From an optimization exercise on the open Yosys and OpenROAD flow, aimed at small area and a short achievable clock period; shortcuts taken in it are not production practice. At most, simulation tests tie the RTL to the original design; equivalence was not proved. The RTL of runs 2 to 4 was laid out without a check of its function. Power figures rest on the tool's default switching activity, not on a simulated workload.

==> design/flow/flow/run.sh <==
#!/bin/bash
# Layout: the standard flow (standard.sh) with three changes to how the
# layout is made: the port buffers are buf_4 cells instead of the flow's
# default choice (a delay buffer); setup repair aims at a larger slack
# margin; and after placement each flip-flop that drives an output buffer is
# moved next to that buffer (flow/outflops.tcl) before CTS.  Synthesis,
# floorplan, power grid, CTS and routing are the standard steps.  Each
# tool's full output goes to a log file here (standard_place.log,
# outflops.log, standard_finish.log); the ORFS step logs stay in orfs/logs/.
set -euo pipefail
VARS=("BUFFER_PORTS_ARGS=-buffer_cell sky130_fd_sc_hd__buf_4" "SETUP_SLACK_MARGIN=8.3")
bash standard.sh place "${VARS[@]}" > standard_place.log 2>&1
PLACE_ODB="$PWD/orfs/results/$FLOW_PLATFORM/top_2dsys/base/3_place.odb" \
  openroad -no_init -exit flow/outflops.tcl > outflops.log 2>&1
bash standard.sh finish "${VARS[@]}" > standard_finish.log 2>&1
==> design/flow/flow/outflops.tcl <==
# Place each flip-flop that drives an output port's buffer right beside that
# buffer (the buffer sits at the port), then legalize.  Nothing else changes:
# the output buffers stay where the standard flow put them.
read_db $::env(PLACE_ODB)
set block [ord::get_db_block]
set moved 0
foreach bterm [$block getBTerms] {
  if {[$bterm getIoType] ne "OUTPUT"} { continue }
  set net [$bterm getNet]
  if {$net eq "NULL"} { continue }
  set buf ""
  foreach it [$net getITerms] {
    if {[$it isOutputSignal]} { set buf [$it getInst] }
  }
  if {$buf eq ""} { continue }
  set innet ""
  foreach it [$buf getITerms] {
    if {[$it isInputSignal] && [$it getNet] ne "NULL"} { set innet [$it getNet] }
  }
  if {$innet eq ""} { continue }
  set ff ""
  set loads 0
  foreach it [$innet getITerms] {
    if {[$it isOutputSignal]} { set ff [$it getInst] } else { incr loads }
  }
  if {$ff eq "" || $loads != 1} { continue }
  if {![[$ff getMaster] isSequential]} { continue }
  set loc [$buf getLocation]
  $ff setLocation [lindex $loc 0] [lindex $loc 1]
  incr moved
}
puts "outflops: moved $moved flip-flops next to their output buffers"
detailed_placement
check_placement
write_db $::env(PLACE_ODB)
==> design/flow/standard.sh <==
#!/bin/bash
# synth_recipe.tcl (not shown) runs the flow's synth.tcl, then flattens the netlist and writes it again
# the make line also repeats each setting of config.mk as NAME=value (left out here)
make -C /OpenROAD-flow-scripts/flow DESIGN_CONFIG=/design/flow/config.mk WORK_HOME=/design/flow/orfs CLKGATE_MAP_FILE= SYNTH_SCRIPT=/design/flow/synth_recipe.tcl "${@:-finish}"
==> design/flow/config.mk <==
export PLATFORM = sky130hd
export DESIGN_NAME = top_2dsys
export DESIGN_NICKNAME = top_2dsys
export VERILOG_FILES = /design/flow/design.v
export SDC_FILE = /design/flow/constraint.sdc
export NUM_CORES = 8
export LEC_CHECK = 0
export CAP_MARGIN = 20
export CORE_MARGIN = 2
export CORE_UTILIZATION = 45
export CTS_CLUSTER_DIAMETER = 100
export CTS_CLUSTER_SIZE = 25
export SLEW_MARGIN = 30
==> design/flow/constraint.sdc <==
create_clock -name core_clock -period 12.0 [get_ports {clock}]
set_input_delay 2.4000 -clock core_clock [delete_from_list [all_inputs] [get_ports {clock}]]
set_output_delay 2.4000 -clock core_clock [all_outputs]
set_load 0.01 [all_outputs]
==> design/flow/design.v <==
`timescale 1ns/1ns
module top_2dsys(
  input          clock,
  input          reset,
  input  [127:0] io_in,
  input          io_rw_co,
  input          io_ping_pong_wr,
  input          io_ping_pong_rd,
  input          io_wr_input,
  output         io_wr_ready,
  input          io_start,
  input          io_iormac,
  output         io_sys_busy,
  input          io_rd_output,
  output         io_rd_ready,
  output [127:0] io_out
);
  reg rst_q, rst_nq;
  always @(posedge clock) begin
    rst_q  <= reset;
    rst_nq <= ~reset;
  end
  reg        wr_rdy, wr_idle;
  reg  [3:0] wbuf;
  reg [31:0] wptr;
  wire       wr_fsm = ~wr_idle;
  always @(posedge clock) begin
    wr_rdy  <= ~reset & io_wr_input;
    wr_idle <= reset | ~io_wr_input;
    if (wr_idle & io_wr_input)
      wbuf <= 4'd1 << {~io_rw_co, ~io_ping_pong_wr};
    if (reset | ~io_wr_input) wptr <= 32'd0;
    else if (wr_fsm)          wptr <= {wptr[30:0], wptr[31]};
    else                      wptr <= 32'd1;
  end
  wire [31:0]   din = rst_q ? 32'd0 : io_in[31:0];
  wire [4095:0] mem;
  genvar g;
  generate
    for (g = 0; g < 128; g = g + 1) begin : word
      reg [31:0] d;
      always @(posedge clock)
        if (rst_q | (wbuf[g / 32] & wptr[g % 32])) d <= din;
      assign mem[32*g +: 32] = d;
    end
  endgenerate
  reg  [1:0] fsm;     
  reg        busy;
  reg  [2:0] im;
  reg  [1:0] dc;
  reg [31:0] sxp, sxq, swp, swq;
  reg  [1:0] fsm_n;
  always @* begin
    fsm_n = fsm;
    case (fsm)
      2'd0: if (io_start) fsm_n = 2'd1;
      2'd1: if (!io_start) fsm_n = 2'd2;
      2'd2: if (!im[2]) fsm_n = 2'd3;
      2'd3: if (dc == 2'd3) fsm_n = 2'd0;
    endcase
    if (reset) fsm_n = 2'd0;
  end
  wire comp = fsm == 2'd1;
  always @(posedge clock) begin
    fsm  <= fsm_n;
    busy <= fsm_n != 2'd0;
    im   <= {im[1:0], io_iormac} | {3{reset}};
    dc   <= (fsm == 2'd3) ? dc + 2'd1 : 2'd0;
    if (comp) begin
      sxp <= {sxp[30:0], sxp[31]};
      sxq <= {sxq[30:0], sxq[31]};
      swp <= {swp[30:0], swp[31]};
      swq <= {swq[30:0], swq[31]};
    end else begin
      sxp <= {31'd0,  io_ping_pong_rd};
      sxq <= {31'd0, ~io_ping_pong_rd};
      swp <= {31'd0,  io_ping_pong_rd};
      swq <= {31'd0, ~io_ping_pong_rd};
    end
  end
  reg [31:0] xrd, wrd;
  integer i;
  always @* begin
    xrd = 32'd0;
    wrd = 32'd0;
    for (i = 0; i < 32; i = i + 1) begin
      xrd = xrd | ({32{sxp[i]}} & mem[32*i +: 32])
                | ({32{sxq[i]}} & mem[32*(32+i) +: 32]);
      wrd = wrd | ({32{swp[i]}} & mem[32*(64+i) +: 32])
                | ({32{swq[i]}} & mem[32*(96+i) +: 32]);
    end
  end
  wire       go = ~reset & comp & io_start;
  reg        go_q, clr_q;
  reg [31:0] xa, wa;
  always @(posedge clock) begin
    go_q  <= go;
    clr_q <= reset | (comp & ~io_start);
    xa    <= xrd;
    wa    <= wrd;
  end
  wire [47:0] wadg;
  genvar gb;
  generate
    for (gb = 0; gb < 4; gb = gb + 1) begin : benc
      booth_enc enc (.w(wa[8*gb +: 8]), .dg(wadg[12*gb +: 12]));
    end
  endgenerate
  reg [31:0] xr;
  reg [47:0] wr;
  reg  [7:0] xd [0:3][1:3];
  reg [11:0] wdl [0:3][1:3];
  integer r;
  always @(posedge clock) begin
    xr <= go_q ? xa : 32'd0;
    wr <= go_q ? wadg : 48'd0;
    for (r = 0; r < 4; r = r + 1) begin
      xd[r][1]  <= clr_q ? 8'd0 : xr[8*r +: 8];
      xd[r][2]  <= clr_q ? 8'd0 : xd[r][1];
      xd[r][3]  <= clr_q ? 8'd0 : xd[r][2];
      wdl[r][1] <= clr_q ? 12'd0 : wr[12*r +: 12];
      wdl[r][2] <= clr_q ? 12'd0 : wdl[r][1];
      wdl[r][3] <= clr_q ? 12'd0 : wdl[r][2];
    end
  end
  wire [511:0] accs;
  genvar gr, gc;
  generate
    for (gr = 0; gr < 4; gr = gr + 1) begin : row
      for (gc = 0; gc < 4; gc = gc + 1) begin : col
        wire [7:0] xo = (gc == 0) ? xr[8*gr +: 8] : xd[gr][gc];
        wire [11:0] wo = (gr == 0) ? wr[12*gc +: 12] : wdl[gc][gr];
        reg  [15:0] lo, hi;
        reg   [2:0] pc;    
        reg   [1:0] cq;    
        wire  [2:0] pco;
        wire [17:0] t;     
        pe_mac mac (.x(xo), .dg(wo), .lo(lo), .pc(pc), .pco(pco), .t(t));
        wire [15:0] ht;
        genvar gi;
        for (gi = 0; gi < 16; gi = gi + 1) begin : tg
          if (gi == 0) begin : b0
            assign ht[gi] = cq[0];
          end else begin : bn
            assign ht[gi] = cq[0] & (cq[1] ? ~|hi[gi-1:0] : &hi[gi-1:0]);
          end
        end
        always @(posedge clock) begin
          lo <= rst_nq ? t[15:0] : 16'd0;
          pc <= rst_nq ? pco : 3'd0;
          cq <= rst_nq ? t[17:16] : 2'd0;
          hi <= rst_nq ? hi ^ ht : 16'd0;
        end
        assign accs[128*gr + 32*gc +: 32] = {hi, lo};
      end
    end
  endgenerate
  reg         rd_rdy, rd_idle;
  reg   [1:0] aco;
  reg   [3:0] rsel;
  reg [127:0] out_q;
  wire        rd_fsm = ~rd_idle;
  wire        rd_n   = ~reset & (rd_fsm ? (aco != 2'd3) : io_rd_output);
  wire  [1:0] aco_n  = (reset | ~rd_fsm | (aco == 2'd3)) ? 2'd0 : aco + 2'd1;
  wire  [1:0] nrow_n = rd_n ? aco_n + 2'd1 : 2'd0;
  always @(posedge clock) begin
    rd_rdy  <= rd_n;
    rd_idle <= ~rd_n;
    aco     <= aco_n;
    rsel    <= reset ? 4'd0 : 4'd1 << nrow_n;
  end
  reg [127:0] orow;
  integer q;
  always @* begin
    orow = 128'd0;
    for (q = 0; q < 4; q = q + 1)
      orow = orow | ({128{rsel[q]}} & accs[128*q +: 128]);
  end
  always @(posedge clock) out_q <= orow;
  assign io_wr_ready = wr_rdy;
  assign io_sys_busy = busy;
  assign io_rd_ready = rd_rdy;
  assign io_out      = out_q;
endmodule
module pe_mac(
  input  [7:0]  x,
  input  [11:0] dg,
  input  [15:0] lo,
  input  [2:0]  pc,
  output [2:0]  pco,
  output [17:0] t
);
  wire [8:0] xe = {x[7], x};
  wire one0 = dg[0], two0 = dg[1], neg0 = dg[2];
  wire b_0_0 = (one0 & xe[0]) ^ neg0;
  wire b_0_1 = ((one0 & xe[1]) | (two0 & xe[0])) ^ neg0;
  wire b_0_2 = ((one0 & xe[2]) | (two0 & xe[1])) ^ neg0;
  wire b_0_3 = ((one0 & xe[3]) | (two0 & xe[2])) ^ neg0;
  wire b_0_4 = ((one0 & xe[4]) | (two0 & xe[3])) ^ neg0;
  wire b_0_5 = ((one0 & xe[5]) | (two0 & xe[4])) ^ neg0;
  wire b_0_6 = ((one0 & xe[6]) | (two0 & xe[5])) ^ neg0;
  wire b_0_7 = ((one0 & xe[7]) | (two0 & xe[6])) ^ neg0;
  wire b_0_8 = ((one0 & xe[8]) | (two0 & xe[7])) ^ neg0;
  wire one1 = dg[3], two1 = dg[4], neg1 = dg[5];
  wire b_1_0 = (one1 & xe[0]) ^ neg1;
  wire b_1_1 = ((one1 & xe[1]) | (two1 & xe[0])) ^ neg1;
  wire b_1_2 = ((one1 & xe[2]) | (two1 & xe[1])) ^ neg1;
  wire b_1_3 = ((one1 & xe[3]) | (two1 & xe[2])) ^ neg1;
  wire b_1_4 = ((one1 & xe[4]) | (two1 & xe[3])) ^ neg1;
  wire b_1_5 = ((one1 & xe[5]) | (two1 & xe[4])) ^ neg1;
  wire b_1_6 = ((one1 & xe[6]) | (two1 & xe[5])) ^ neg1;
  wire b_1_7 = ((one1 & xe[7]) | (two1 & xe[6])) ^ neg1;
  wire b_1_8 = ((one1 & xe[8]) | (two1 & xe[7])) ^ neg1;
  wire one2 = dg[6], two2 = dg[7], neg2 = dg[8];
  wire b_2_0 = (one2 & xe[0]) ^ neg2;
  wire b_2_1 = ((one2 & xe[1]) | (two2 & xe[0])) ^ neg2;
  wire b_2_2 = ((one2 & xe[2]) | (two2 & xe[1])) ^ neg2;
  wire b_2_3 = ((one2 & xe[3]) | (two2 & xe[2])) ^ neg2;
  wire b_2_4 = ((one2 & xe[4]) | (two2 & xe[3])) ^ neg2;
  wire b_2_5 = ((one2 & xe[5]) | (two2 & xe[4])) ^ neg2;
  wire b_2_6 = ((one2 & xe[6]) | (two2 & xe[5])) ^ neg2;
  wire b_2_7 = ((one2 & xe[7]) | (two2 & xe[6])) ^ neg2;
  wire b_2_8 = ((one2 & xe[8]) | (two2 & xe[7])) ^ neg2;
  wire one3 = dg[9], two3 = dg[10], neg3 = dg[11];
  wire b_3_0 = (one3 & xe[0]) ^ neg3;
  wire b_3_1 = ((one3 & xe[1]) | (two3 & xe[0])) ^ neg3;
  wire b_3_2 = ((one3 & xe[2]) | (two3 & xe[1])) ^ neg3;
  wire b_3_3 = ((one3 & xe[3]) | (two3 & xe[2])) ^ neg3;
  wire b_3_4 = ((one3 & xe[4]) | (two3 & xe[3])) ^ neg3;
  wire b_3_5 = ((one3 & xe[5]) | (two3 & xe[4])) ^ neg3;
  wire b_3_6 = ((one3 & xe[6]) | (two3 & xe[5])) ^ neg3;
  wire b_3_7 = ((one3 & xe[7]) | (two3 & xe[6])) ^ neg3;
  wire b_3_8 = ((one3 & xe[8]) | (two3 & xe[7])) ^ neg3;
  wire ss12 = ~b_0_8 ^ ~b_1_8 ^ ~b_2_8;
  wire sc12 = (~b_0_8 & ~b_1_8) | (~b_0_8 & ~b_2_8) | (~b_1_8 & ~b_2_8);
  wire s1 = lo[4] ^ pc[0] ^ neg2;
  wire c2 = (lo[4] & pc[0]) | (lo[4] & neg2) | (pc[0] & neg2);
  wire s3 = lo[5] ^ b_0_5;
  wire c4 = lo[5] & b_0_5;
  wire s5 = lo[6] ^ neg3 ^ b_0_6;
  wire c6 = (lo[6] & neg3) | (lo[6] & b_0_6) | (neg3 & b_0_6);
  wire s7 = b_1_4 ^ b_2_2;
  wire c8 = b_1_4 & b_2_2;
  wire s9 = lo[7] ^ b_0_7 ^ b_1_5;
  wire c10 = (lo[7] & b_0_7) | (lo[7] & b_1_5) | (b_0_7 & b_1_5);
  wire s11 = b_2_3 ^ b_3_1;
  wire c12 = b_2_3 & b_3_1;
  wire s13 = lo[8] ^ pc[1] ^ b_0_8;
  wire c14 = (lo[8] & pc[1]) | (lo[8] & b_0_8) | (pc[1] & b_0_8);
  wire s15 = b_1_6 ^ b_2_4 ^ b_3_2;
  wire c16 = (b_1_6 & b_2_4) | (b_1_6 & b_3_2) | (b_2_4 & b_3_2);
  wire s17 = lo[9] ^ b_0_8 ^ b_1_7;
  wire c18 = (lo[9] & b_0_8) | (lo[9] & b_1_7) | (b_0_8 & b_1_7);
  wire s19 = b_2_5 ^ b_3_3;
  wire c20 = b_2_5 & b_3_3;
  wire s21 = lo[10] ^ b_0_8 ^ b_1_8;
  wire c22 = (lo[10] & b_0_8) | (lo[10] & b_1_8) | (b_0_8 & b_1_8);
  wire s23 = b_2_6 ^ b_3_4;
  wire c24 = b_2_6 & b_3_4;
  wire s25 = lo[11] ^ b_0_8 ^ b_1_8;
  wire c26 = (lo[11] & b_0_8) | (lo[11] & b_1_8) | (b_0_8 & b_1_8);
  wire s27 = b_2_7 ^ b_3_5;
  wire c28 = b_2_7 & b_3_5;
  wire s29 = 1'b1 ^ lo[12] ^ pc[2];
  wire c30 = (1'b1 & lo[12]) | (1'b1 & pc[2]) | (lo[12] & pc[2]);
  wire s31 = b_3_6 ^ ss12;
  wire c32 = b_3_6 & ss12;
  wire s33 = lo[13] ^ b_3_7;
  wire c34 = lo[13] & b_3_7;
  wire s35 = lo[2] ^ neg1;
  wire c36 = lo[2] & neg1;
  wire s37 = lo[3] ^ b_0_3;
  wire c38 = lo[3] & b_0_3;
  wire s39 = b_0_4 ^ b_1_2 ^ b_2_0;
  wire c40 = (b_0_4 & b_1_2) | (b_0_4 & b_2_0) | (b_1_2 & b_2_0);
  wire s41 = b_1_3 ^ b_2_1 ^ c2;
  wire c42 = (b_1_3 & b_2_1) | (b_1_3 & c2) | (b_2_1 & c2);
  wire s43 = b_3_0 ^ c4 ^ s7;
  wire c44 = (b_3_0 & c4) | (b_3_0 & s7) | (c4 & s7);
  wire s45 = c8 ^ s11 ^ c6;
  wire c46 = (c8 & s11) | (c8 & c6) | (s11 & c6);
  wire s47 = c12 ^ c10 ^ s13;
  wire c48 = (c12 & c10) | (c12 & s13) | (c10 & s13);
  wire s49 = s19 ^ c14 ^ c16;
  wire c50 = (s19 & c14) | (s19 & c16) | (c14 & c16);
  wire s51 = c20 ^ s23 ^ c18;
  wire c52 = (c20 & s23) | (c20 & c18) | (s23 & c18);
  wire s53 = c24 ^ s27 ^ c22;
  wire c54 = (c24 & s27) | (c24 & c22) | (s27 & c22);
  wire s55 = s29 ^ c28 ^ c26;
  wire c56 = (s29 & c28) | (s29 & c26) | (c28 & c26);
  wire s57 = c30 ^ s33 ^ sc12;
  wire c58 = (c30 & s33) | (c30 & sc12) | (s33 & sc12);
  wire s59 = lo[14] ^ ~b_3_8;
  wire c60 = lo[14] & ~b_3_8;
  wire s61 = lo[0] ^ neg0;
  wire c62 = lo[0] & neg0;
  wire s63 = lo[1] ^ b_0_1;
  wire c64 = lo[1] & b_0_1;
  wire s65 = s35 ^ b_0_2 ^ b_1_0;
  wire c66 = (s35 & b_0_2) | (s35 & b_1_0) | (b_0_2 & b_1_0);
  wire s67 = c36 ^ b_1_1 ^ s37;
  wire c68 = (c36 & b_1_1) | (c36 & s37) | (b_1_1 & s37);
  wire s69 = s1 ^ c38 ^ s39;
  wire c70 = (s1 & c38) | (s1 & s39) | (c38 & s39);
  wire s71 = s3 ^ c40 ^ s41;
  wire c72 = (s3 & c40) | (s3 & s41) | (c40 & s41);
  wire s73 = c42 ^ s5 ^ s43;
  wire c74 = (c42 & s5) | (c42 & s43) | (s5 & s43);
  wire s75 = s9 ^ c44 ^ s45;
  wire c76 = (s9 & c44) | (s9 & s45) | (c44 & s45);
  wire s77 = s15 ^ c46 ^ s47;
  wire c78 = (s15 & c46) | (s15 & s47) | (c46 & s47);
  wire s79 = s17 ^ c48 ^ s49;
  wire c80 = (s17 & c48) | (s17 & s49) | (c48 & s49);
  wire s81 = s21 ^ c50 ^ s51;
  wire c82 = (s21 & c50) | (s21 & s51) | (c50 & s51);
  wire s83 = s25 ^ c52 ^ s53;
  wire c84 = (s25 & c52) | (s25 & s53) | (c52 & s53);
  wire s85 = c54 ^ s55 ^ s31;
  wire c86 = (c54 & s55) | (c54 & s31) | (s55 & s31);
  wire s87 = c32 ^ c56 ^ s57;
  wire c88 = (c32 & c56) | (c32 & s57) | (c56 & s57);
  wire s89 = c34 ^ s59 ^ c58;
  wire c90 = (c34 & s59) | (c34 & c58) | (s59 & c58);
  wire s91 = 1'b1 ^ lo[15] ^ c60;
  wire c92 = (1'b1 & lo[15]) | (1'b1 & c60) | (lo[15] & c60);
  wire [17:0] ra = {1'b1, 1'b1, s91, c88, c86, c84, c82, c80, c78, c76, c74, c72, c70, c68, c66, c64, c62, s61};
  wire [17:0] rb = {1'b0, c92, c90, s89, s87, s85, s83, s81, s79, s77, s75, s73, s71, s69, s67, s65, s63, b_0_0};
  wire [4:0] sg0 = ra[3:0] + rb[3:0];
  assign pco[0] = sg0[4];
  wire [4:0] sg1 = ra[7:4] + rb[7:4];
  assign pco[1] = sg1[4];
  wire [4:0] sg2 = ra[11:8] + rb[11:8];
  assign pco[2] = sg2[4];
  wire [6:0] sg3 = ra[17:12] + rb[17:12];
  assign t = {sg3[5:0], sg2[3:0], sg1[3:0], sg0[3:0]};
endmodule
module booth_enc(
  input  [7:0]  w,
  output [11:0] dg
);
  wire [8:0] we = {w, 1'b0};
  genvar i;
  generate
    for (i = 0; i < 4; i = i + 1) begin : d
      wire a = we[2*i+2], b = we[2*i+1], c = we[2*i];
      assign dg[3*i]   = b ^ c;
      assign dg[3*i+1] = (a & ~b & ~c) | (~a & b & c);
      assign dg[3*i+2] = a;
    end
  endgenerate
endmodule
==> run summary, run 1 <==
root buf cell=clkbuf_16; critical path's largest stage delay=between 0.3 and 0.4 ns; Syn Nets=16661; P_leak=between 80 and 90 nW; Final Hold Vio Count=0; CP delay by family, top=flip-flops; post-synthesis adder-cell area fraction=between 7 and 8%; sequential cell area fraction in the yosys report=between 60% and 70%; crit path DAT=around 1.5 ns; Clock H-tree levels=5; remaining antenna violation count=0; FF-to-FF setup slack=between 8 and 9 ns; flops & latches, synth=roughly 5400; die footprint=between 0.5 and 0.6 mm2; Initial Util=45.1%; Util after Layout=approximately 50%; switching pwr=between 9 and 10 mW; vias in the first global route=~130k; critical path buffer and inverter count=1; DP Cell Count=between 20000 and 25000; setup violators final=0; fin crit period=about 3.9 ns; worst skew pair latency=~1.1 ns; Sink Count=approximately 5400; Hold Buf Count CTS=0; Final period util=between 30% and 40%; Synth Area per Inst=14.5 um2; CTS tree=yes; post-synthesis simple-gate area fraction=about 5.8%; Synth Area in Compound Gates=12.6%; largest family of logic cells by synthesized area=compound AO/OA/AOI/OAI gates; antenna violations before repair=between 50 and 60; design area=approximately 0.24 mm2; Max-cap violations=0; Synth Instances=15450; Rel. slew slack=about a fifth; f_max=approximately 260 MHz; Slew Viols, Final=0; HPWL after DPL=approximately 450000 um; CP required=about 9.6 ns; Post-DP Area=approximately 0.23 mm2; Non-Filler Instances=22201; pwr/cell area=149 mW/mm2; worst-margin pin slew=around 1.2 ns; Layout Nets=about 17000; Gate power share=10.2%; Cell Rows=around 260; Die H=roughly 700 um; Crit-path slowest cell=dfxtp_2; startpoint type of the worst setup path=register; Setup TNS=0 ns; global-route wire length before repair=between 1000000 and 1500000 um; vias=145717; All-Layer GR Usage=31.7%; WL per Instance=roughly 37 um; drt pass-1 iters=6; Worst Setup End Kind=output port; CTS buffer count=roughly 270; GPL Wtd Cong=0.841; pin count of the biggest net entering global routing=about 130; RSZ-0062 raised after global routing=true; Internal Power=between 20 and 30 mW; CP Class=reg2out; synth warn=3; Clock Skew=~0.082 ns; port buffer count=roughly 170; main flop type after synthesis=edfxtp_1; core area=0.497 mm2; DRC=0; post-synthesis mux area share=less than 1%; status=no timing/DRC/antenna violations; min-delay worst type=reg2reg; Area Growth Syn to Fin=9.27%; I/O pins=268; Clock transition at path regs=~0.10 ns; Sequential Power Share=approximately three fifths; final WL=slightly above 800000 um; synth unique cells=70; synthesized cell area=approximately 0.22 mm2; CP cell instances=buf_6; Via-to-Cell Ratio=between 6 and 7; Chip Width=710 um; total grt overflow=0; Max clock buf depth=4; share of cells above drive strength 1=12.4%; clock network fraction of design power=between 20 and 30%; switch share=between 20% and 30%; DR iter-0 viols=around 26000; FFs w/ async S/R, synth=0%; Crit Path Max Fanout=1; number of synthesized flops with an enable pin=between 4000 and 5000; worst IR drop on VDD=0.143 mV; Post-Synth XOR/XNOR Area=under 10%
layout make-up:
type	instances	area [um2]
repair buffers	653	5880
clock buffers	426	7540
inverters	1062	3990
fillers	42096	252000
diodes	45	113
flip-flops and latches	5386	150000
clock inverters	48	667
multi-input cells	7926	68700
well taps	6655	8330
metrics by stage:
stage	total power, mW	hold slack, ns	setup WS (ns)
floorplan	24.4	0.383	8.09
detailed placement	26.0	0.402	7.51
global route	37.5	0.425	8.07
CTS	36.4	0.402	8.06
global placement	25.9	0.394	7.44
finish	36.5	0.405	8.09
power by group through the flow:
stage	Sequential (mW)	Combinational, mW	Clock, mW
3_3_place_gp	22.4	3.44	0
5_1_grt	22.2	4.00	11.3
6_report	22.0	3.74	10.7
4_1_cts	22.0	3.59	10.7
3_5_place_dp	22.5	3.50	0
2_1_floorplan	22.0	2.40	0
cell families after synthesis:
group | Yosys count
adder cells (fa/ha/maj) | 1074
multiplexers | 37
flip-flops | 5386
XOR/XNOR | 891
buffers and inverters | 2138
AO/OA/AOI/OAI | 3558
AND/OR/NAND/NOR | 2366
worst reg2reg max path, cell delays in order (launching register included):
cell and delay [ns]:
dfxtp_4 0.45, o21ai_2 0.10, xnor2_2 0.30, inv_1 0.10
fa_1 0.46, ha_1 0.29, inv_1 0.05, fa_1 0.46
inv_1 0.06, ha_1 0.17, inv_1 0.07, fa_2 0.40
inv_1 0.06, a21o_1 0.14, a21oi_2 0.06, xor2_1 0.17
nor2_2 0.23
Yosys cell counts, types with 17 or more instances:
cell type | number | area [um2]
dfxtp_1 | 1286 | 25700
inv_1 | 1057 | 3970
ha_1 | 498 | 6230
a22o_1 | 1025 | 8980
nand3_1 | 71 | 355
a31oi_1 | 17 | 106
or3_1 | 42 | 263
a21oi_1 | 207 | 1040
xor2_1 | 415 | 3630
nor3_1 | 112 | 561
buf_1 | 42 | 158
or4_1 | 100 | 751
clkbuf_1 | 1028 | 3860
o211ai_1 | 31 | 233
fa_1 | 576 | 11500
nor3b_1 | 23 | 173
a21o_1 | 225 | 1690
nand2_1 | 320 | 1200
nand4_1 | 286 | 1790
mux2i_1 | 34 | 340
o21ai_0 | 205 | 1030
o31ai_1 | 30 | 225
nor4_1 | 50 | 313
edfxtp_1 | 4100 | 123000
nand3b_1 | 21 | 158
nand2b_1 | 71 | 444
nor2b_1 | 393 | 2460
xnor2_1 | 476 | 4170
and3_1 | 33 | 206
a22oi_1 | 708 | 5320
nor2_1 | 448 | 1680
a221oi_1 | 1024 | 8970
and2_1 | 314 | 1960
final timing paths:
path / from / end / cells after the start
worst min register to register: wa[16] / wr[25] / 1
worst max register to register: xd[1][7] / row[0].col[2].cq[0] / 16
worst max-delay path: wr_rdy / io_wr_ready / 1
worst min-delay path: wa[16] / wr[25] / 1
per-layer routing:
| layer | routed length [um] | up-vias | global-route usage [%] |
|---|---|---|---|
| met3 | 121000 | 2104 | 9.00 |
| met1 | 299000 | 74586 | 43.1 |
| met2 | 360000 | 11028 | 48.3 |
| li1 | - | 57957 | - |
| met4 | 40100 | 42 | 12.2 |
| met5 | 345 | - | 0 |
flip-flops by register name, indices dropped and copies added (netlist names), 2 cells and up:
| register | count |
|---|---|
| out_q | 128 |
| wa | 32 |
| word.d | 4096 |
| wptr | 32 |
| row.col.hi | 256 |
| wr | 48 |
| dc | 2 |
| wdl | 144 |
| rsel | 4 |
| swp | 32 |
| im | 3 |
| row.col.pc | 48 |
| row.col.cq | 32 |
| xa | 32 |
| xr | 32 |
| fsm | 2 |
| sxq | 32 |
| sxp | 32 |
| aco | 2 |
| swq | 32 |
| row.col.lo | 256 |
| xd | 96 |
| wbuf | 4 |
cell usage in the layout, fill, tap and decap left out, types with 346 or more instances in the layout:
cell,instances
buf_4,448
a22oi_1,705
dfxtp_1,775
fa_1,516
xor2_1,411
edfxtp_1,4100
dfxtp_2,403
nor2b_1,346
xnor2_1,444
a22o_1,1025
a221oi_1,1024
nor2_1,445
ha_1,481
inv_1,1032
what timing repair did:
action / in CTS / in global routing
resized for setup: 578 / 308
hold endpoints to repair: 0 / 0
buffers inserted: 43 / 62
pin swaps: 30 / 88
endpoints found under the setup margin: 315 / 219
==> run 2, diff against run 1 <==
--- a/design/flow/design.v
+++ b/design/flow/design.v
@@ -50,3 +50,3 @@
   reg  [1:0] dc;
-  reg [31:0] sxp, sxq, swp, swq;
+  reg [31:0] selp, selq;
   reg  [1:0] fsm_n;
@@ -69,11 +69,7 @@
     if (comp) begin
-      sxp <= {sxp[30:0], sxp[31]};
-      sxq <= {sxq[30:0], sxq[31]};
-      swp <= {swp[30:0], swp[31]};
-      swq <= {swq[30:0], swq[31]};
+      selp <= {selp[30:0], selp[31]};
+      selq <= {selq[30:0], selq[31]};
     end else begin
-      sxp <= {31'd0,  io_ping_pong_rd};
-      sxq <= {31'd0, ~io_ping_pong_rd};
-      swp <= {31'd0,  io_ping_pong_rd};
-      swq <= {31'd0, ~io_ping_pong_rd};
+      selp <= {31'd0,  io_ping_pong_rd};
+      selq <= {31'd0, ~io_ping_pong_rd};
     end
@@ -86,6 +82,6 @@
     for (i = 0; i < 32; i = i + 1) begin
-      xrd = xrd | ({32{sxp[i]}} & mem[32*i +: 32])
-                | ({32{sxq[i]}} & mem[32*(32+i) +: 32]);
-      wrd = wrd | ({32{swp[i]}} & mem[32*(64+i) +: 32])
-                | ({32{swq[i]}} & mem[32*(96+i) +: 32]);
+      xrd = xrd | ({32{selp[i]}} & mem[32*i +: 32])
+                | ({32{selq[i]}} & mem[32*(32+i) +: 32]);
+      wrd = wrd | ({32{selp[i]}} & mem[32*(64+i) +: 32])
+                | ({32{selq[i]}} & mem[32*(96+i) +: 32]);
     end
--- a/design/flow/flow/run.sh
+++ b/design/flow/flow/run.sh
@@ -10,3 +10,3 @@
 set -euo pipefail
-VARS=("BUFFER_PORTS_ARGS=-buffer_cell sky130_fd_sc_hd__buf_4" "SETUP_SLACK_MARGIN=8.3")
+VARS=("BUFFER_PORTS_ARGS=-buffer_cell sky130_fd_sc_hd__buf_4" "SETUP_SLACK_MARGIN=8.2")
 bash standard.sh place "${VARS[@]}" > standard_place.log 2>&1
==> run 2 against run 1 <==
Effect of this change: still clean on timing, DRC and antenna; synthesized cell count is 0.53% lower; wire length increased by 2.0%; maximum frequency fell by 0.15%; clock skew increased by 0.063 ns; die area down 0.71%.
==> run summary, run 2 <==
Initial Util=45.1% (about the same); count leader, synth=edfxtp_1 (unchanged); number of synthesized flops with an enable pin=4100 (unchanged); DRC=0 (unchanged); Layout Nets=16364 (was 16506); worst skew pair latency=1.07 ns (about the same); CTS tree=yes (unchanged); Chip Width=707 um (was 710 um); share of the synthesized area in the top cell type=55.3% (was 54.9%); met3 wire len=114000 um (was 121000 um); Clock H-tree levels=4 (was 5); top sig layer=met5 (unchanged); Synth Area per Inst=14.5 um2 (about the same); Worst Setup End Kind=output port (unchanged); Clock transition at path regs=0.10 ns (about the same); setup violators final=0 (unchanged); synthesized cell area=0.223 mm2 (was 0.224 mm2); min-delay worst type=reg2reg (unchanged); FFs w/ async S/R, synth=0% (unchanged); Top Registers=word.d (4096), row.col.hi (256), row.col.lo (256) (unchanged); vias=146029 (was 145717); largest register by flop count=word.d (unchanged); global-route wire length before repair=1130000 um (was 1110000 um); list of most frequent post-synthesis cells=edfxtp_1, dfxtp_1, inv_1, a221oi_1, a22o_1 (was edfxtp_1, dfxtp_1, inv_1, clkbuf_1, a22o_1); critical path's largest stage delay=0.33 ns (about the same); Final period util=32.6% (about the same); pin count of the biggest net entering global routing=196 (was 131); port buffer count=171 (unchanged); worst-margin pin slew=1.26 ns (was 1.19 ns); CP cell instances=buf_6 (unchanged); core area=0.493 mm2 (was 0.497 mm2); CTS buffer count=245 (was 266); synth unique cells=70 (unchanged); CP delay by family, top=flip-flops (unchanged); sequential cell area fraction in the yosys report=66.3% (was 66.4%); Final Hold Vio Count=0 (unchanged); GPL Wtd Cong=0.848 (was 0.841); Synth Instances=15368 (was 15450); CP Class=reg2out (unchanged); Rel. slew slack=16.1% (was 20.8%); Setup TNS=0 ns (unchanged); Slew Viols, Final=0 (unchanged); Clock Skew=0.145 ns (was 0.0819 ns); die footprint=0.500 mm2 (was 0.504 mm2); antenna violations before repair=69 (was 59); Max-cap violations=0 (unchanged); DR WL met2=373000 um (was 360000 um); synth warn=3 (unchanged); I/O pins=268 (unchanged); final WL=837000 um (was 821000 um); flops & latches, synth=5322 (was 5386); status=no timing/DRC/antenna violations (unchanged); most common cell after layout, fill and taps aside=edfxtp_1 (unchanged); Cell Rows=258 (was 259); Syn Nets=16579 (was 16661); main flop type after synthesis=edfxtp_1 (unchanged); remaining antenna violation count=0 (unchanged); fin crit period=3.92 ns (was 3.91 ns); Met1 Routed Length=298000 um (was 299000 um); CP required=9.60 ns (about the same); Die H=707 um (was 710 um); pwr/cell area=146 mW/mm2 (was 149 mW/mm2); WL per Instance=38.1 um (was 37.0 um); Tot Pwr=35.6 mW (was 36.5 mW); vias in the first global route=133377 (was 133666); most frequent cells in the layout=edfxtp_1, inv_1, a221oi_1, a22o_1, dfxtp_1 (was edfxtp_1, inv_1, a22o_1, a221oi_1, dfxtp_1); share of cells above drive strength 1=10.9% (was 12.4%); All-Layer GR Usage=32.5% (was 31.7%); Sink Count=5322 (was 5386); Max clock buf depth=4 (unchanged); ranking of synthesized cells by area=edfxtp_1, dfxtp_1, fa_1 (unchanged); crit path DAT=1.52 ns (was 1.51 ns); HPWL after DPL=474000 um (was 452000 um); Synth area leader=edfxtp_1 (unchanged); Area Growth Syn to Fin=9.32% (was 9.27%); DR iter-0 viols=24808 (was 25665); P_leak=88.9 nW (was 90.0 nW); Via-to-Cell Ratio=6.65 (was 6.56); drt pass-1 iters=8 (was 6); Crit-path slowest cell=dfxtp_2 (unchanged); Crit Path Max Fanout=1 (unchanged); f_max=255 MHz (was 256 MHz); root buf cell=clkbuf_16 (unchanged); max reg flops=4096 (unchanged); worst IR drop on VDD=0.141 mV (was 0.143 mV); critical path buffer and inverter count=1 (unchanged); startpoint type of the worst setup path=register (unchanged); total grt overflow=0 (unchanged); RSZ-0062 raised after global routing=true (unchanged)
-- run 2: changes by cell type after synthesis, sizes merged, moves of 18 or more --
| cell | previous run | this run |
|---|---|---|
| buf | 47 | 143 |
| nor3 | 112 | 130 |
| clkbuf | 1029 | 933 |
| and2 | 314 | 251 |
| dfxtp | 1286 | 1222 |
| xor2 | 415 | 390 |
-- run 2: power by group --
part	leakage, nW	switching (mW)	total, mW	internal (mW)
Combinational	33.0	2.60	3.82	1.22
Sequential	52.4	0.827	21.8	21.0
Clock	3.45	5.97	9.97	4.00
Total	88.9	9.40	35.6	26.2
-- run 2: cell families (layout without fill, tap and decap cells) --
| family | after synthesis | in the layout | share of synthesized area [%] |
|---|---|---|---|
| adder cells (fa/ha/maj) | 1074 | 1074 | 7.98 |
| buffers and inverters | 2149 | 2106 | 3.63 |
| other | 0 | 130 | 0 |
| AND/OR/NAND/NOR | 2327 | 2327 | 5.69 |
| XOR/XNOR | 874 | 874 | 3.44 |
| multiplexers | 44 | 44 | 0.200 |
| AO/OA/AOI/OAI | 3578 | 3578 | 12.8 |
| flip-flops | 5322 | 5322 | 66.3 |
-- run 2: stage by stage --
step	util [%]	setup slack, ns	cells	cell area [um2]	hold slack (ns)
floorplan	-	8.09	15368	223000	0.383
global placement	46.9	7.36	21247	232000	0.393
detailed placement	47.2	7.39	21296	233000	0.395
CTS	48.9	8.03	21733	241000	0.419
global route	49.3	8.05	21893	243000	0.437
finish	49.3	8.08	21955	243000	0.415
-- run 2: path summary, 6_finish.rpt --
check / from / end / slack (ns) / depth (start not counted)
setup / recovery: wr_rdy / io_wr_ready / 8.08 / 1
hold / removal: wa[0] / wr[1] / 0.41 / 1
setup reg to reg: rst_q / word[46].d[29] / 8.09 / 4
hold reg to reg: wa[0] / wr[1] / 0.41 / 1
-- run 2: routing by layer --
metal | up-vias | GRT usage (%)
li1 | 57705 | -
met1 | 74475 | 42.9
met2 | 11332 | 50.3
met3 | 2487 | 8.15
met4 | 30 | 15.7
met5 | - | 0
-- run 2: timing repair --
action                                 CTS  global route
setup buffers                           18            87
hold buffers                             0             0
setup endpoints to repair              336           262
endpoints found under the hold margin    0             0
gates resized for setup                516           274
pin swaps                               32            47
-- run 2: final cells by class --
cell class / instances / area [um2]
diodes: 130 / 325
flip-flops and latches: 5322 / 149000
clock buffers: 383 / 6800
inverters: 1073 / 4040
clock inverters: 36 / 432
multi-input cells: 7897 / 68800
well taps: 6500 / 8130
fillers: 41782 / 250000
repair buffers: 614 / 6320
==> run 3, diff against run 2 <==
--- a/design/flow/design.v
+++ b/design/flow/design.v
@@ -50,3 +50,3 @@
   reg  [1:0] dc;
-  reg [31:0] selp, selq;
+  reg [31:0] sxp, sxq, swp, swq;
   reg  [1:0] fsm_n;
@@ -69,7 +69,11 @@
     if (comp) begin
-      selp <= {selp[30:0], selp[31]};
-      selq <= {selq[30:0], selq[31]};
+      sxp <= {sxp[30:0], sxp[31]};
+      sxq <= {sxq[30:0], sxq[31]};
+      swp <= {swp[30:0], swp[31]};
+      swq <= {swq[30:0], swq[31]};
     end else begin
-      selp <= {31'd0,  io_ping_pong_rd};
-      selq <= {31'd0, ~io_ping_pong_rd};
+      sxp <= {31'd0,  io_ping_pong_rd};
+      sxq <= {31'd0, ~io_ping_pong_rd};
+      swp <= {31'd0,  io_ping_pong_rd};
+      swq <= {31'd0, ~io_ping_pong_rd};
     end
@@ -82,6 +86,6 @@
     for (i = 0; i < 32; i = i + 1) begin
-      xrd = xrd | ({32{selp[i]}} & mem[32*i +: 32])
-                | ({32{selq[i]}} & mem[32*(32+i) +: 32]);
-      wrd = wrd | ({32{selp[i]}} & mem[32*(64+i) +: 32])
-                | ({32{selq[i]}} & mem[32*(96+i) +: 32]);
+      xrd = xrd | ({32{sxp[i]}} & mem[32*i +: 32])
+                | ({32{sxq[i]}} & mem[32*(32+i) +: 32]);
+      wrd = wrd | ({32{swp[i]}} & mem[32*(64+i) +: 32])
+                | ({32{swq[i]}} & mem[32*(96+i) +: 32]);
     end
@@ -129,21 +133,12 @@
         reg  [15:0] lo, hi;
-        reg   [2:0] pc;    
+        reg   [3:0] pc;    
         reg   [1:0] cq;    
-        wire  [2:0] pco;
+        wire  [3:0] pco;
         wire [17:0] t;     
         pe_mac mac (.x(xo), .dg(wo), .lo(lo), .pc(pc), .pco(pco), .t(t));
-        wire [15:0] ht;
-        genvar gi;
-        for (gi = 0; gi < 16; gi = gi + 1) begin : tg
-          if (gi == 0) begin : b0
-            assign ht[gi] = cq[0];
-          end else begin : bn
-            assign ht[gi] = cq[0] & (cq[1] ? ~|hi[gi-1:0] : &hi[gi-1:0]);
-          end
-        end
         always @(posedge clock) begin
           lo <= rst_nq ? t[15:0] : 16'd0;
-          pc <= rst_nq ? pco : 3'd0;
+          pc <= rst_nq ? pco : 4'd0;
           cq <= rst_nq ? t[17:16] : 2'd0;
-          hi <= rst_nq ? hi ^ ht : 16'd0;
+          hi <= rst_nq ? hi + {{14{cq[1]}}, cq} : 16'd0;
         end
@@ -184,4 +179,4 @@
   input  [15:0] lo,
-  input  [2:0]  pc,
-  output [2:0]  pco,
+  input  [3:0]  pc,
+  output [3:0]  pco,
   output [17:0] t
@@ -239,10 +234,10 @@
   wire c8 = b_1_4 & b_2_2;
-  wire s9 = lo[7] ^ b_0_7 ^ b_1_5;
-  wire c10 = (lo[7] & b_0_7) | (lo[7] & b_1_5) | (b_0_7 & b_1_5);
-  wire s11 = b_2_3 ^ b_3_1;
-  wire c12 = b_2_3 & b_3_1;
-  wire s13 = lo[8] ^ pc[1] ^ b_0_8;
-  wire c14 = (lo[8] & pc[1]) | (lo[8] & b_0_8) | (pc[1] & b_0_8);
-  wire s15 = b_1_6 ^ b_2_4 ^ b_3_2;
-  wire c16 = (b_1_6 & b_2_4) | (b_1_6 & b_3_2) | (b_2_4 & b_3_2);
+  wire s9 = lo[7] ^ pc[1] ^ b_0_7;
+  wire c10 = (lo[7] & pc[1]) | (lo[7] & b_0_7) | (pc[1] & b_0_7);
+  wire s11 = b_1_5 ^ b_2_3 ^ b_3_1;
+  wire c12 = (b_1_5 & b_2_3) | (b_1_5 & b_3_1) | (b_2_3 & b_3_1);
+  wire s13 = lo[8] ^ b_0_8 ^ b_1_6;
+  wire c14 = (lo[8] & b_0_8) | (lo[8] & b_1_6) | (b_0_8 & b_1_6);
+  wire s15 = b_2_4 ^ b_3_2;
+  wire c16 = b_2_4 & b_3_2;
   wire s17 = lo[9] ^ b_0_8 ^ b_1_7;
@@ -251,6 +246,6 @@
   wire c20 = b_2_5 & b_3_3;
-  wire s21 = lo[10] ^ b_0_8 ^ b_1_8;
-  wire c22 = (lo[10] & b_0_8) | (lo[10] & b_1_8) | (b_0_8 & b_1_8);
-  wire s23 = b_2_6 ^ b_3_4;
-  wire c24 = b_2_6 & b_3_4;
+  wire s21 = lo[10] ^ pc[2] ^ b_0_8;
+  wire c22 = (lo[10] & pc[2]) | (lo[10] & b_0_8) | (pc[2] & b_0_8);
+  wire s23 = b_1_8 ^ b_2_6 ^ b_3_4;
+  wire c24 = (b_1_8 & b_2_6) | (b_1_8 & b_3_4) | (b_2_6 & b_3_4);
   wire s25 = lo[11] ^ b_0_8 ^ b_1_8;
@@ -259,4 +254,4 @@
   wire c28 = b_2_7 & b_3_5;
-  wire s29 = 1'b1 ^ lo[12] ^ pc[2];
-  wire c30 = (1'b1 & lo[12]) | (1'b1 & pc[2]) | (lo[12] & pc[2]);
+  wire s29 = 1'b1 ^ lo[12] ^ pc[3];
+  wire c30 = (1'b1 & lo[12]) | (1'b1 & pc[3]) | (lo[12] & pc[3]);
   wire s31 = b_3_6 ^ ss12;
@@ -275,12 +270,12 @@
   wire c44 = (b_3_0 & c4) | (b_3_0 & s7) | (c4 & s7);
-  wire s45 = c8 ^ s11 ^ c6;
-  wire c46 = (c8 & s11) | (c8 & c6) | (s11 & c6);
-  wire s47 = c12 ^ c10 ^ s13;
-  wire c48 = (c12 & c10) | (c12 & s13) | (c10 & s13);
-  wire s49 = s19 ^ c14 ^ c16;
-  wire c50 = (s19 & c14) | (s19 & c16) | (c14 & c16);
-  wire s51 = c20 ^ s23 ^ c18;
-  wire c52 = (c20 & s23) | (c20 & c18) | (s23 & c18);
-  wire s53 = c24 ^ s27 ^ c22;
-  wire c54 = (c24 & s27) | (c24 & c22) | (s27 & c22);
+  wire s45 = c8 ^ c6 ^ s11;
+  wire c46 = (c8 & c6) | (c8 & s11) | (c6 & s11);
+  wire s47 = s15 ^ c10 ^ c12;
+  wire c48 = (s15 & c10) | (s15 & c12) | (c10 & c12);
+  wire s49 = c16 ^ s19 ^ c14;
+  wire c50 = (c16 & s19) | (c16 & c14) | (s19 & c14);
+  wire s51 = c20 ^ c18 ^ s21;
+  wire c52 = (c20 & c18) | (c20 & s21) | (c18 & s21);
+  wire s53 = s27 ^ c22 ^ c24;
+  wire c54 = (s27 & c22) | (s27 & c24) | (c22 & c24);
   wire s55 = s29 ^ c28 ^ c26;
@@ -307,8 +302,8 @@
   wire c76 = (s9 & c44) | (s9 & s45) | (c44 & s45);
-  wire s77 = s15 ^ c46 ^ s47;
-  wire c78 = (s15 & c46) | (s15 & s47) | (c46 & s47);
+  wire s77 = s13 ^ c46 ^ s47;
+  wire c78 = (s13 & c46) | (s13 & s47) | (c46 & s47);
   wire s79 = s17 ^ c48 ^ s49;
   wire c80 = (s17 & c48) | (s17 & s49) | (c48 & s49);
-  wire s81 = s21 ^ c50 ^ s51;
-  wire c82 = (s21 & c50) | (s21 & s51) | (c50 & s51);
+  wire s81 = s23 ^ c50 ^ s51;
+  wire c82 = (s23 & c50) | (s23 & s51) | (c50 & s51);
   wire s83 = s25 ^ c52 ^ s53;
@@ -327,8 +322,10 @@
   assign pco[0] = sg0[4];
-  wire [4:0] sg1 = ra[7:4] + rb[7:4];
-  assign pco[1] = sg1[4];
-  wire [4:0] sg2 = ra[11:8] + rb[11:8];
-  assign pco[2] = sg2[4];
-  wire [6:0] sg3 = ra[17:12] + rb[17:12];
-  assign t = {sg3[5:0], sg2[3:0], sg1[3:0], sg0[3:0]};
+  wire [3:0] sg1 = ra[6:4] + rb[6:4];
+  assign pco[1] = sg1[3];
+  wire [3:0] sg2 = ra[9:7] + rb[9:7];
+  assign pco[2] = sg2[3];
+  wire [2:0] sg3 = ra[11:10] + rb[11:10];
+  assign pco[3] = sg3[2];
+  wire [6:0] sg4 = ra[17:12] + rb[17:12];
+  assign t = {sg4[5:0], sg3[1:0], sg2[2:0], sg1[2:0], sg0[3:0]};
 endmodule
--- a/design/flow/flow/run.sh
+++ b/design/flow/flow/run.sh
@@ -10,3 +10,3 @@
 set -euo pipefail
-VARS=("BUFFER_PORTS_ARGS=-buffer_cell sky130_fd_sc_hd__buf_4" "SETUP_SLACK_MARGIN=8.2")
+VARS=("BUFFER_PORTS_ARGS=-buffer_cell sky130_fd_sc_hd__buf_4" "SETUP_SLACK_MARGIN=8")
 bash standard.sh place "${VARS[@]}" > standard_place.log 2>&1
--- a/design/flow/config.mk
+++ b/design/flow/config.mk
@@ -11,3 +11,3 @@
 export CTS_CLUSTER_DIAMETER = 100
-export CTS_CLUSTER_SIZE = 25
+export CTS_CLUSTER_SIZE = 20
 export SLEW_MARGIN = 30
==> run 3 against run 2 <==
Effect of this change: still clean on timing, DRC and antenna; critical path depth did not move; core utilization fell by 0.057 points; synthesized cell count rose by 1.2%; register-to-register slack improved by 0.06 ns; design area rose by 1.6%; total power rose by 10%; sequential share of layout area fell by 0.50 points; count of clock-buffer cells in the layout rose by 126; cell count rose by 2.1%; critical path type unchanged; largest power group unchanged; highest routed layer unchanged.
==> run summary, run 3 <==
status=no timing/DRC/antenna violations (unchanged); port buffer count=171 (unchanged); clock network fraction of design power=29.6% (was 28.0%); GPL Wtd Cong=0.839 (was 0.848); HPWL after DPL=460000 um (was 474000 um); synth warn=3 (unchanged); Clock H-tree levels=5 (was 4); CP cell instances=buf_4 (was buf_6); Top Registers=word.d (4096), row.col.hi (256), row.col.lo (256) (unchanged); worst IR drop on VDD=0.115 mV (was 0.141 mV); CP required=9.60 ns (about the same); share of the synthesized area in the top cell type=54.3% (was 55.3%); fin crit period=3.90 ns (was 3.92 ns); Util after Layout=49.3% (about the same); startpoint type of the worst setup path=register (unchanged); pin count of the biggest net entering global routing=182 (was 196); flops & latches, synth=5402 (was 5322); dpl ws=7.41 ns (was 7.39 ns); worst skew pair latency=1.05 ns (was 1.07 ns); CP Class=reg2out (unchanged); switch share=26.9% (was 26.4%); most frequent cells in the layout=edfxtp_1, inv_1, dfxtp_1, a221oi_1, a22o_1 (was edfxtp_1, inv_1, a221oi_1, a22o_1, dfxtp_1); P_leak=93.8 nW (was 88.9 nW); CP delay by family, top=flip-flops (unchanged); critical path buffer and inverter count=1 (unchanged); Tot Pwr=39.3 mW (was 35.6 mW); final WL=826000 um (was 837000 um); FFs w/ async S/R, synth=0% (unchanged); WL per Instance=36.9 um (was 38.1 um); global-route wire length before repair=1120000 um (was 1130000 um); ranking of synthesized cells by area=edfxtp_1, dfxtp_1, fa_1 (unchanged); Clock Skew=0.0990 ns (was 0.145 ns); Gate power share=13.5% (was 10.7%); number of synthesized flops with an enable pin=4100 (unchanged); CTS tree=yes (unchanged); Via-to-Cell Ratio=6.55 (was 6.65); most common cell after layout, fill and taps aside=edfxtp_1 (unchanged); main flop type after synthesis=edfxtp_1 (unchanged); worst-margin pin slew=1.18 ns (was 1.26 ns); Internal Power=28.7 mW (was 26.2 mW); f_max=256 MHz (was 255 MHz); Area Growth Syn to Fin=8.96% (was 9.32%); Die H=714 um (was 707 um); Max clock buf depth=4 (unchanged); Sink Count=5402 (was 5322); list of most frequent post-synthesis cells=edfxtp_1, dfxtp_1, inv_1, a221oi_1, a22o_1 (unchanged); die footprint=0.510 mm2 (was 0.500 mm2); Syn Nets=17016 (was 16579); Setup TNS=0 ns (unchanged); Rel. slew slack=21.0% (was 16.1%); Synth area leader=edfxtp_1 (unchanged); synthesized cell area=0.227 mm2 (was 0.223 mm2); root buf cell=clkbuf_16 (unchanged); Layout Nets=16940 (was 16364); setup violators final=0 (unchanged); Initial Util=45.2% (was 45.1%); All-Layer GR Usage=31.5% (was 32.5%); crit path DAT=1.50 ns (was 1.52 ns); fillers=42677 (was 41782); Slew Viols, Final=0 (unchanged); critical path's largest stage delay=0.31 ns (was 0.33 ns); switching pwr=10.6 mW (was 9.40 mW); total grt overflow=0 (unchanged); CTS buffer count=317 (was 245); core area=0.502 mm2 (was 0.493 mm2); Synth Instances=15549 (was 15368); remaining antenna violation count=0 (unchanged); drt pass-1 iters=6 (was 8); share of cells above drive strength 1=9.45% (was 10.9%); vias in the first global route=136413 (was 133377); synth unique cells=61 (was 70); Max-cap violations=0 (unchanged); fin worst setup slack=8.10 ns (was 8.08 ns); I/O pins=268 (unchanged); DRC=0 (unchanged); RSZ-0062 raised after global routing=true (unchanged); Worst Setup End Kind=output port (unchanged); Cell Rows=260 (was 258); Hold Buf Count CTS=0 (unchanged); Final Hold Vio Count=0 (unchanged); Sequential Power Share=56.9% (was 61.3%); sequential cell area fraction in the yosys report=65.8% (was 66.3%); Final period util=32.5% (was 32.6%); pwr/cell area=159 mW/mm2 (was 146 mW/mm2); final hold slack=0.400 ns (was 0.415 ns); Synth Area per Inst=14.6 um2 (was 14.5 um2); Chip Width=714 um (was 707 um); DR iter-0 viols=24676 (was 24808); count leader, synth=edfxtp_1 (unchanged); largest register by flop count=word.d (unchanged); Clock transition at path regs=0.09 ns (was 0.10 ns); Crit-path slowest cell=dfxtp_1 (was dfxtp_2); vias=146844 (was 146029); antenna violations before repair=55 (was 69); Crit Path Max Fanout=1 (unchanged); max reg flops=4096 (unchanged); min-delay worst type=reg2reg (unchanged)
-- run 3: cell count changes after synthesis, moves of 49 or more --
cell / delta
nor2b_1: -50
a21o_1: +82
ha_1: +208
buf_1: -76
inv_1: +58
nor3_1: -49
and2_1: +123
dfxtp_1: +80
-- run 3: final timing paths --
check           start  cells after the start             endpoint  slack, ns
min reg2reg    wa[16]                      1               wr[25]       0.40
max            wr_rdy                      1          io_wr_ready       8.10
min            wa[16]                      1               wr[25]       0.40
max reg2reg  xd[3][5]                     14  row[1].col[1].cq[0]       8.15
-- run 3: area by class of cell --
| type | instances | area [um2] | share of cell area [%] |
|---|---|---|---|
| multi-input cells | 8029 | 70400 | 28.5 |
| clock inverters | 42 | 577 | 0.233 |
| well taps | 6681 | 8360 | 3.38 |
| repair buffers | 581 | 4950 | 2.00 |
| clock buffers | 509 | 8870 | 3.59 |
| diodes | 36 | 90.1 | 0.0364 |
| inverters | 1142 | 4320 | 1.75 |
| flip-flops and latches | 5402 | 150000 | 60.5 |
-- run 3: logic make-up after synthesis --
logic type / after synthesis / share of synthesized area [%]
muxes: 28 / 0.125
xor gates and xnor gates: 821 / 3.17
buffers and inverters: 2118 / 3.50
DFF: 5402 / 65.8
adders and majority gates: 1330 / 9.40
and+or+nand+nor: 2135 / 5.04
AOI/OAI and AO/OA: 3715 / 13.0
-- run 3: per-stage QoR --
step	cells	area [um2]
3_3_place_gp	21772	236000
3_5_place_dp	21794	237000
6_report	22422	247000
5_1_grt	22393	247000
4_1_cts	22354	247000
2_1_floorplan	15549	227000
-- run 3: metal layers --
layer	vias up	wire, um	track usage [%]
li1	58572	-	-
met4	30	44200	13.5
met3	2229	115000	8.19
met5	-	214	0
met2	10907	367000	48.8
met1	75106	300000	42.2
-- run 3: timing repair --
item,4_1_cts,5_1_grt
setup endpoints to repair,69,48
setup buffers,9,30
pin swaps,7,27
hold endpoints to repair,0,0
cloned,0,0
resized for setup,76,136
-- run 3: power by group through the flow --
| stage | Sequential, mW | Clock, mW | Combinational, mW |
|---|---|---|---|
| 4_1_cts | 22.4 | 11.7 | 5.21 |
| 6_report | 22.4 | 11.6 | 5.31 |
| 5_1_grt | 22.5 | 12.3 | 5.80 |
| 3_5_place_dp | 22.8 | 0 | 5.15 |
| 3_3_place_gp | 22.8 | 0 | 5.03 |
| 2_1_floorplan | 22.5 | 0 | 3.46 |
==> run 4, diff against run 3 <==
--- a/design/flow/design.v
+++ b/design/flow/design.v
@@ -138,2 +138,11 @@
         pe_mac mac (.x(xo), .dg(wo), .lo(lo), .pc(pc), .pco(pco), .t(t));
+        wire [15:0] ht;
+        genvar gi;
+        for (gi = 0; gi < 16; gi = gi + 1) begin : tg
+          if (gi == 0) begin : b0
+            assign ht[gi] = cq[0];
+          end else begin : bn
+            assign ht[gi] = cq[0] & (cq[1] ? ~|hi[gi-1:0] : &hi[gi-1:0]);
+          end
+        end
         always @(posedge clock) begin
@@ -142,3 +151,3 @@
           cq <= rst_nq ? t[17:16] : 2'd0;
-          hi <= rst_nq ? hi + {{14{cq[1]}}, cq} : 16'd0;
+          hi <= rst_nq ? hi ^ ht : 16'd0;
         end
==> run 4 against run 3 <==
Effect of this change: die area is 1.0% lower; non-clock buffer count is 38 higher; register-to-register slack worse by 0.09 ns; still clean; clock skew is 0.0060 ns lower; wire length is 1.7% lower; total power is 5.3% lower; clock power hardly changed; synthesized cell count is 0.57% lower; area after synthesis is 1.0% lower; worst setup slack worse by 0.033 ns; design area is 1.1% lower; largest cell class unchanged; hold slack better by 0.012 ns.
==> run summary, run 4 <==
Worst Setup End Kind=register (was output port); largest register by flop count=word.d (unchanged); Synth area leader=edfxtp_1 (unchanged); CP Class=reg2reg (was reg2out); GPL Wtd Cong=0.828 (was 0.839); vias in the first global route=133480 (was 136413); pin count of the biggest net entering global routing=189 (was 182); Initial Util=45.1% (was 45.2%); final WL=812000 um (was 826000 um); FFs w/ async S/R, synth=0% (unchanged); DRC=0 (unchanged); count leader, synth=edfxtp_1 (unchanged); flops & latches, synth=5402 (unchanged); Syn Nets=16671 (was 17016); worst-margin pin slew=1.17 ns (was 1.18 ns); worst skew pair latency=1.06 ns (was 1.05 ns); Final Hold Vio Count=0 (unchanged); worst IR drop on VDD=0.122 mV (was 0.115 mV); Die H=710 um (was 714 um); WL per Instance=36.6 um (was 36.9 um); root buf cell=clkbuf_16 (unchanged); vias=145090 (was 146844); CP cell instances=xnor2_1 > inv_1 > fa_1 > fa_1 > fa_1 > inv_1 > ha_1 > inv_1 > fa_1 > inv_1 > a21o_1 > a21oi_1 > xor2_1 > nor2_2 (was buf_4); synth warn=3 (unchanged); max reg flops=4096 (unchanged); Post-DP Area=0.234 mm2 (was 0.237 mm2); design area=0.245 mm2 (was 0.247 mm2); share of the synthesized area in the top cell type=54.8% (was 54.3%); share of cells above drive strength 1=9.70% (was 9.45%); synth unique cells=71 (was 61); Sink Count=5402 (unchanged); drt pass-1 iters=8 (was 6); antenna violations before repair=65 (was 55); CTS tree=yes (unchanged); Chip Width=710 um (was 714 um); startpoint type of the worst setup path=register (unchanged); register area=0.150 mm2 (about the same); RSZ-0062 raised after global routing=true (unchanged); area of the multi-input gates=0.0678 mm2 (was 0.0704 mm2); I/O pins=268 (unchanged); Via-to-Cell Ratio=6.53 (was 6.55); DR iter-0 viols=26850 (was 24676); Synth Area per Inst=14.5 um2 (was 14.6 um2); Area Growth Syn to Fin=8.89% (was 8.96%); fillers=42223 (was 42677); pwr/cell area=152 mW/mm2 (was 159 mW/mm2); core area=0.497 mm2 (was 0.502 mm2); Layout Nets=16524 (was 16940); remaining antenna violation count=0 (unchanged); list of most frequent post-synthesis cells=edfxtp_1, dfxtp_1, inv_1, clkbuf_1, a22o_1 (was edfxtp_1, dfxtp_1, inv_1, a221oi_1, a22o_1); Setup TNS=0 ns (unchanged); Clock Skew=0.0930 ns (was 0.0990 ns); Crit Path Max Fanout=11 (was 1); setup violators final=0 (unchanged); CTS buffer count=316 (was 317); f_max=254 MHz (was 256 MHz); synthesized cell area=0.225 mm2 (was 0.227 mm2); min-delay worst type=reg2reg (unchanged); Max-cap violations=0 (unchanged); HPWL after DPL=445000 um (was 460000 um); CP required=12.90 ns (was 9.60 ns); sequential cell area fraction in the yosys report=66.4% (was 65.8%); most common cell after layout, fill and taps aside=edfxtp_1 (unchanged); Slew Viols, Final=0 (unchanged); Top Registers=word.d (4096), row.col.hi (256), row.col.lo (256) (unchanged); crit path DAT=4.84 ns (was 1.50 ns); most frequent cells in the layout=edfxtp_1, inv_1, a22o_1, a221oi_1, dfxtp_1 (was edfxtp_1, inv_1, dfxtp_1, a221oi_1, a22o_1); status=no timing/DRC/antenna violations (unchanged); P_leak=90.4 nW (was 93.8 nW); Cell Rows=259 (was 260); Synth Instances=15460 (was 15549); total grt overflow=0 (unchanged); Clock H-tree levels=5 (unchanged); Clock transition at path regs=0.09 ns (about the same); ranking of synthesized cells by area=edfxtp_1, dfxtp_1, fa_1 (unchanged); die footprint=0.505 mm2 (was 0.510 mm2); port buffer count=171 (unchanged); fin crit period=3.94 ns (was 3.90 ns); Crit-path slowest cell=dfxtp_1 (unchanged); All-Layer GR Usage=31.3% (was 31.5%); main flop type after synthesis=edfxtp_1 (unchanged); Rel. slew slack=22.0% (was 21.0%); global-route wire length before repair=1100000 um (was 1120000 um); critical path's largest stage delay=0.72 ns (was 0.31 ns); Final period util=32.8% (was 32.5%); Max clock buf depth=4 (unchanged); number of synthesized flops with an enable pin=4100 (unchanged); Hold Buf Count CTS=0 (unchanged)
## run 4: cell types whose count changed after synthesis, moves of 26 or more
cell / delta
a211oi_1: -32
a21o_1: -83
a21oi_1: -81
clkbuf_1: +116
ha_1: -240
inv_1: -52
nor2_1: +27
nor4_1: +71
o221ai_1: +26
or4_1: +27
xor2_1: +84
## run 4: area by class of cell
type	instances	share of cell area, %
Antenna cell	31	0.0317
Clock buffer	493	3.55
Clock inverter	38	0.241
Inverter	1093	1.69
Multi-Input combinational cell	7881	27.7
Sequential cell	5402	61.2
Tap cell	6655	3.41
Timing Repair Buffer	619	2.17
## run 4: kinds of logic (layout without fill, tap and decap cells)
group | after synthesis | after routing | synth area share [%]
other | 0 | 31 | 0
muxes | 34 | 34 | 0.155
AOI/OAI and AO/OA | 3512 | 3512 | 12.5
buffers and inverters | 2177 | 2243 | 3.65
adders and majority gates | 1074 | 1074 | 8.02
DFF | 5402 | 5402 | 66.4
xor gates and xnor gates | 885 | 885 | 3.45
and+or+nand+nor | 2376 | 2376 | 5.79
## run 4: worst max-delay path, delay by kind of cell (launching register included)
family / cells / cell delay (ns)
buf+inv: 4 / 0.34
compound gates: 2 / 0.18
flops: 1 / 0.72
xor+xnor: 2 / 0.43
fa+ha+maj: 5 / 1.97
simple gates: 1 / 0.18
## run 4: stage by stage
step | hold slack (ns) | std cells | util (%) | setup slack (ns) | power, mW
finish | 0.412 | 22212 | 49.2 | 8.06 | 37.2
global route | 0.426 | 22183 | 49.1 | 7.83 | 38.3
CTS | 0.412 | 22133 | 49.0 | 7.87 | 37.2
detailed placement | 0.394 | 21591 | 47.1 | 7.52 | 26.0
global placement | 0.392 | 21570 | 46.9 | 7.41 | 25.9
floorplan | 0.383 | 15460 | - | 8.09 | 24.5
## run 4: routing by layer
layer	up-vias	share of wire (%)	track usage, %
met5	-	0.030	0.181
met4	20	5.2	12.3
met3	2091	14	7.89
met2	11019	44	47.8
met1	74050	37	43.1
li1	57910	-	-
## run 4: final timing paths
path,from,to,slack (ns),cells after the start
min reg2reg,im[1],im[2],0.41,1
min,im[1],im[2],0.41,1
max,wdl[3][5],row[1].col[1].cq[0],8.06,14
max reg2reg,wdl[3][5],row[1].col[1].cq[0],8.06,14
## run 4: where the power goes
group          leakage [nW]  total (mW)  switching [mW]  internal (mW)
combinational          33.1        3.61            2.45           1.15
clock                  4.43        11.5            6.34           5.15
sequential             53.0        22.1           0.833           21.3
total                  90.4        37.2            9.63           27.6
## run 4: repair_timing
action | in CTS | in global routing
gates resized for setup | 65 | 161
setup endpoints to repair | 71 | 51
pin swaps | 8 | 28
hold endpoints to repair | 0 | 0
buffers inserted | 11 | 42

static timing again, ports no longer ideal:
How much do the figures lean on ideal ports? The routed layouts below were timed once more, with nothing changed but the port constraints.
Step 1 (the two cells are an assumption about what drives the block):
set clk [get_ports {clock}]
set_driving_cell -lib_cell sky130_fd_sc_hd__clkbuf_16 $clk
set_driving_cell -lib_cell sky130_fd_sc_hd__buf_2 [delete_from_list [all_inputs] $clk]
Step 2 also shifts input and output timing later by t, the mid clock arrival at the registers, as if the neighbouring blocks saw the same clock.
a / b / c = ideal ports / drivers / drivers and shift; a / b = the first two.
run | t (ns) | setup WS [ns] | clock arrival spread, ns
run 1 | 1.117 | 8.090 / 7.988 / 7.552 | 0.112 / 0.112
run 2 | 1.126 | 8.084 / 7.966 / 7.432 | 0.158 / 0.158
run 3 | 1.123 | 8.095 / 7.967 / 7.456 | 0.109 / 0.108
run 4 | 1.140 | 8.062 / 7.977 / 7.470 | 0.099 / 0.099
After both steps every run listed still meets setup and hold. For run 2, which loses most, drivers alone change the setup slack by -0.118 ns; drivers and shift together by -0.652 ns.
